What follows belongs to an exercise in optimizing a design on an open flow for small area; a production flow would make more cautious choices.
RTL that was checked went through simulation tests only; none was proved equivalent to the original.
Power is estimated from default activity; no workload was simulated.

== quartz ==
## Top_Memory_Game
module Top_Memory_Game (
    input wire clk,
    input wire rst_n,
    input wire [7:0] btn_raw,
    output wire [7:0] led_out,
    output wire [7:0] seg_data,
    output wire [7:0] seg_sel,
    output reg pwm_servo,
    output wire lcd_rs,
    output wire lcd_rw,
    output wire lcd_en,
    output reg [7:0] lcd_data
);
Size: ~970 cells after synthesis, about 210 flip-flops, ~46 I/O pins.
Settings: LEC_CHECK=0, CAP_MARGIN=20, CORE_MARGIN=2, CORE_UTILIZATION=75, CTS_BUF_LIST=sky130_fd_sc_hd__clkbuf_8, CTS_CLUSTER_DIAMETER=60, CTS_CLUSTER_SIZE=20, SLEW_MARGIN=20; clock period 25.0 ns.
standard.sh (not shown) runs the stock make flow with config.mk's settings and CLKGATE_MAP_FILE= SYNTH_SCRIPT=/design/flow/synth_recipe.tcl, a recipe that flattens the netlist after the stock synthesis.
==> flow/flow/run.sh <==
#!/bin/bash
# Own layout flow: the standard ORFS flow (standard.sh) with these changes:
#  - Yosys's ABC technology mapping uses an area-oriented script
#    (flow/abc_area.script) in place of ORFS's delay-oriented one;
#  - adders are left to ABC (no ORFS half/full-adder cell mapping);
#  - the port buffers are buf_1 cells;
#  - clock tree synthesis adds no dummy loads (same clustering settings
#    as config.mk's CTS_* values).
# Everything else (synthesis script, floorplan, power grid, placement,
# routing) is ORFS's own. Each tool's output goes to its own log under
# orfs/logs/, and make's output to flow_make.log.
set -euo pipefail
W=$(pwd)
rm -rf "$W/orfs_scripts"
mkdir -p "$W/orfs_scripts"
cp -r "$FLOW_HOME/scripts/." "$W/orfs_scripts/"
cp "$W/flow/abc_area.script" "$W/orfs_scripts/abc_speed.script"
CTS="-sink_clustering_enable -repair_clock_nets -dont_use_dummy_load"
CTS="$CTS -sink_clustering_size 20 -sink_clustering_max_diameter 60"
CTS="$CTS -buf_list sky130_fd_sc_hd__clkbuf_8"
bash "$W/standard.sh" "SCRIPTS_DIR=$W/orfs_scripts" "ADDER_MAP_FILE=" \
    "BUFFER_PORTS_ARGS=-buffer_cell sky130_fd_sc_hd__buf_1" \
    "CTS_ARGS=$CTS" finish > "$W/flow_make.log" 2>&1
test -f "$W/out/final.def"
==> flow/flow/abc_area.script <==
strash
&get -n
&deepsyn -T 60
&put
dch
&get -n
&nf -a -R 200
&put
[inputs] pepper vs quartz
- changing CTS_CLUSTER_SIZE from 20 to 14
diff --git a/flow/flow/run.sh b/flow/flow/run.sh
--- a/flow/flow/run.sh
+++ b/flow/flow/run.sh
@@ -19 +19 @@
-CTS="$CTS -sink_clustering_size 20 -sink_clustering_max_diameter 60"
+CTS="$CTS -sink_clustering_size 14 -sink_clustering_max_diameter 60"
### Flow results
Total power after layout on pepper is behind quartz. In pepper the total routing usage reported by global routing turned out 0.38 points higher than in quartz. | share of the clock period used by the worst path after layout | pepper vs quartz | ≈ equal |. quartz → pepper: signal arrival time at the worst endpoint about even; final core utilization rose 0.46 points; routed wirelength normalized by instance count rose 1.6%. Routed length on met3: pepper vs quartz up 7.6%. pepper and quartz ended up with roughly the same non-clock buffer contribution to total cell area. Diff quartz -> pepper: fmax stayed essentially flat, setup slack rose by 0.011 ns, clock slew seen by the registers of the worst setup and hold paths fell by 0.02 ns.
#### Input delta (sierra over pepper)
- CTS_CLUSTER_SIZE now 20, was 14
diff --git a/flow/flow/run.sh b/flow/flow/run.sh
--- a/flow/flow/run.sh
+++ b/flow/flow/run.sh
@@ -19,2 +19,2 @@
-CTS="$CTS -sink_clustering_size 14 -sink_clustering_max_diameter 60"
-CTS="$CTS -buf_list sky130_fd_sc_hd__clkbuf_8"
+CTS="$CTS -sink_clustering_size 20 -sink_clustering_max_diameter 60"
+CTS="$CTS -buf_list sky130_fd_sc_hd__clkbuf_8 -root_buf sky130_fd_sc_hd__clkbuf_2 -tree_buf sky130_fd_sc_hd__clkbuf_2"
## What came out
Between sierra and pepper, it is sierra whose average wire length per cell after detail routing is lower, by 1.3%.
sierra: done, clean on timing, DRC and antenna
On final cell count without fillers, the lower figure sits with sierra, not pepper.
[compare] base=pepper new=sierra: clock-pin slew reported for the worst setup and hold paths after clock tree synthesis now sits higher, number of H-tree branching levels now sits at about the same level, fraction of the cycle the final worst path needs now sits higher.
Changes observed in sierra relative to pepper: via count decreased by 25 relative to the old numbers; sequential portion of the cell area increased by 0.42 points relative to the old numbers.
The final net count of sierra falls short of that of pepper by about 0.4%.
Fraction of area in clock buffers and inverters: sierra < pepper
What raven does differently from sierra at the input level:
- swapping 20 for 16 in CTS_CLUSTER_SIZE
==> flow/flow/run.sh <==
#!/bin/bash
# Own layout flow: the standard ORFS flow (standard.sh) with three changes:
#  - Yosys's ABC technology mapping uses an area-oriented script
#    (flow/abc_area.script) in place of ORFS's delay-oriented one;
#  - adders are left to ABC (no ORFS half/full-adder cell mapping);
#  - the port buffers are buf_1 cells.
# Everything else (synthesis script, floorplan, power grid, CTS, routing) is
# ORFS's own. Each tool's output goes to its own log under orfs/logs/, and
# make's output to flow_make.log.
set -euo pipefail
W=$(pwd)
rm -rf "$W/orfs_scripts"
mkdir -p "$W/orfs_scripts"
cp -r "$FLOW_HOME/scripts/." "$W/orfs_scripts/"
cp "$W/flow/abc_area.script" "$W/orfs_scripts/abc_speed.script"
bash "$W/standard.sh" "SCRIPTS_DIR=$W/orfs_scripts" "ADDER_MAP_FILE=" \
    "BUFFER_PORTS_ARGS=-buffer_cell sky130_fd_sc_hd__buf_1" finish > "$W/flow_make.log" 2>&1
test -f "$W/out/final.def"
For met3 wire length, dividing the value from sierra by the value from raven gives 0.915.
Setup slack, sierra and raven, lower one = sierra.
[compare] base=sierra new=raven: number of clock buffers in the layout +2, met2 layer wire length in the routed design lower.
Combinational share of power for raven: 1.0 points down relative to sierra
Cells: raven has more instances than sierra
The run showing the greater fraction of area in multi-input gates is sierra.

* * *

Top_Memory_Game, a different RTL version from the one above (not shown whole).
For scale: roughly 990 cells after synthesis, about 210 flip-flops, roughly 0.0091 mm² of cells after synthesis.
Settings: LEC_CHECK=0, CAP_MARGIN=20, CORE_MARGIN=2, CORE_UTILIZATION=80, CTS_BUF_LIST=sky130_fd_sc_hd__clkbuf_8, CTS_CLUSTER_DIAMETER=35, CTS_CLUSTER_SIZE=20, SLEW_MARGIN=20; clock period 25.0 ns.
==> flow/flow/run.sh <==
#!/bin/bash
# Own layout flow: the standard ORFS flow (standard.sh) with three changes:
#  - Yosys's ABC technology mapping uses an area-oriented script
#    (flow/abc_area.script) in place of ORFS's delay-oriented one;
#  - adders are left to ABC (no ORFS half/full-adder cell mapping);
#  - the port buffers are buf_1 cells.
# Everything else (synthesis script, floorplan, power grid, CTS, routing) is
# ORFS's own. Each tool's output goes to its own log under orfs/logs/, and
# make's output to flow_make.log.
set -euo pipefail
W=$(pwd)
rm -rf "$W/orfs_scripts"
mkdir -p "$W/orfs_scripts"
cp -r "$FLOW_HOME/scripts/." "$W/orfs_scripts/"
cp "$W/flow/abc_area.script" "$W/orfs_scripts/abc_speed.script"
bash "$W/standard.sh" "SCRIPTS_DIR=$W/orfs_scripts" "ADDER_MAP_FILE=" \
    "BUFFER_PORTS_ARGS=-buffer_cell sky130_fd_sc_hd__buf_1" finish > "$W/flow_make.log" 2>&1
test -f "$W/out/final.def"
Scripts as last shown in full above: flow/flow/abc_area.script
Edit:
- CORE_UTILIZATION: 80 -> 75
- CTS_CLUSTER_DIAMETER: 35 -> 50
Combinational power came out lower by about 27%.
Design area came out lower by about 2.5%.
Sequential power came out lower by about 3%.
Non-clock buffer count stays the same.
Die area came out higher by about 6%.
Routed wire length came out lower by 18%.
Edit:
- CAP_MARGIN: 20 -> 0
- CORE_UTILIZATION: 75 -> 80
- CTS_CLUSTER_DIAMETER: 50 -> 60
- CTS_CLUSTER_SIZE: 20 -> 16
- SLEW_MARGIN: 20 -> 0
=>
- routed wire length increases by 9.3%
- worst hold slack loses 21 ps
- die area came out lower by 6.0%
- final area falls by 0.72%
- non-clock buffer count went down by 1
- cell count is lower by 0.67%
- count of clock-buffer cells in the layout went down by 2
- register-to-register slack gets worse by 200 ps
- power is lower by 0.67%
- setup slack got worse by 58 ps
Edit:
- CAP_MARGIN: 0 -> 20
- CORE_UTILIZATION: 80 -> 75
- SLEW_MARGIN: 0 -> 20
Result: The changed run passed the timing, design-rule and antenna checks. Via count is lower by a few percent. Final cell count went up slightly. Flip-flop and latch count does not change. Synthesized cell count does not change.
Edit:
- CTS_CLUSTER_DIAMETER: 60 -> 40
- CTS_CLUSTER_SIZE: 16 -> 24
After rerunning: Sequential power barely changes. Total power grows by a little under a tenth. Count of clock-buffer cells in the layout came out higher by 4. Cell count came out higher slightly. First-iteration DRC count went up by roughly a tenth.

* * *

## old
Top_Memory_Game, a different RTL version from the one above (not shown whole).
For scale: roughly 1,000 cells after synthesis, roughly 46 I/O pins, about 0.0091 mm² of cells after synthesis.
export LEC_CHECK = 0
export CAP_MARGIN = 20
export CORE_MARGIN = 2
export CORE_UTILIZATION = 60
export CTS_BUF_LIST = sky130_fd_sc_hd__clkbuf_16
export CTS_CLUSTER_DIAMETER = 80
export CTS_CLUSTER_SIZE = 30
export SLEW_MARGIN = 20
create_clock -name core_clock -period 25.0 [get_ports {clk}]
Scripts as last shown in full above: flow/flow/run.sh, flow/flow/abc_area.script
old finished every stage and its layout cleared the timing, design-rule and antenna checks.
The following lists how new was set up differently from old:
Settings: CTS_CLUSTER_SIZE changed from 30 to 16; CTS_BUF_LIST changed from sky130_fd_sc_hd__clkbuf_16 to sky130_fd_sc_hd__clkbuf_8; CTS_CLUSTER_DIAMETER changed from 80 to 60.
Findings:
Compared with old, final wirelength in new increased slightly. The estimated power of new ends up lower than the estimate for old. Sequential cell count delta (new -> old): insignificant. There was hardly any difference in worst supply voltage drop on vdd between new and old. new vs. old: worst-margin pin slew shows an increase of 0.016 ns, ratio of final minimum period to clock period rose by 0.38 points.
No run of this note included a check of the RTL's function; only the layout flow was run.

## separate check: timing with driven ports
How much do the figures lean on ideal ports? The routed layouts below were timed once more, with nothing changed but the port constraints. Step 1 sets driving cells, clkbuf_16 on the clock port and buf_2 on the other inputs (assumed; they add their load-dependent delay and slew). Step 2 times the ports against the registers' clock, not the clock port: input delays grow and output delays shrink by t, the midpoint of the rising clock arrivals with the driver on. Slacks: ideal / step 1 / step 2; pairs: ideal / step 1.
run	t (ns)	slack for setup (ns)	hold WS [ns]	worst setup path after step 2	slew at the worst register clock pin (ns)
quartz	0.517	17.092 / 17.055 / 17.572	0.365 / 0.365 / 0.365	register to output	0.12 / 0.12
pepper	0.537	17.103 / 17.064 / 17.601	0.337 / 0.337 / 0.337	register to output	0.09 / 0.09
sierra	0.714	16.933 / 16.899 / 17.613	0.366 / 0.366 / 0.366	register to output	0.12 / 0.12
raven	0.550	17.099 / 17.062 / 17.612	0.347 / 0.347 / 0.347	register to output	0.11 / 0.11
the first run of note 2	0.611	16.444 / 16.404 / 17.014	0.363 / 0.363 / 0.363	register to output	0.10 / 0.10
the second run of note 2	0.546	17.026 / 16.987 / 17.533	0.357 / 0.357 / 0.357	register to output	0.11 / 0.11
the third run of note 2	0.540	16.968 / 16.934 / 17.473	0.336 / 0.336 / 0.336	register to output	0.11 / 0.11
the fourth run of note 2	0.546	17.038 / 17.001 / 17.548	0.360 / 0.360 / 0.360	register to output	0.10 / 0.10
the fifth run of note 2	0.591	17.030 / 16.995 / 17.587	0.345 / 0.345 / 0.345	register to output	0.11 / 0.11
old	0.506	17.092 / 17.049 / 17.555	0.340 / 0.340 / 0.340	register to output	0.11 / 0.11
new	0.552	16.998 / 16.960 / 17.512	0.350 / 0.350 / 0.350	register to output	0.10 / 0.10
After both steps every run listed still meets setup and hold.
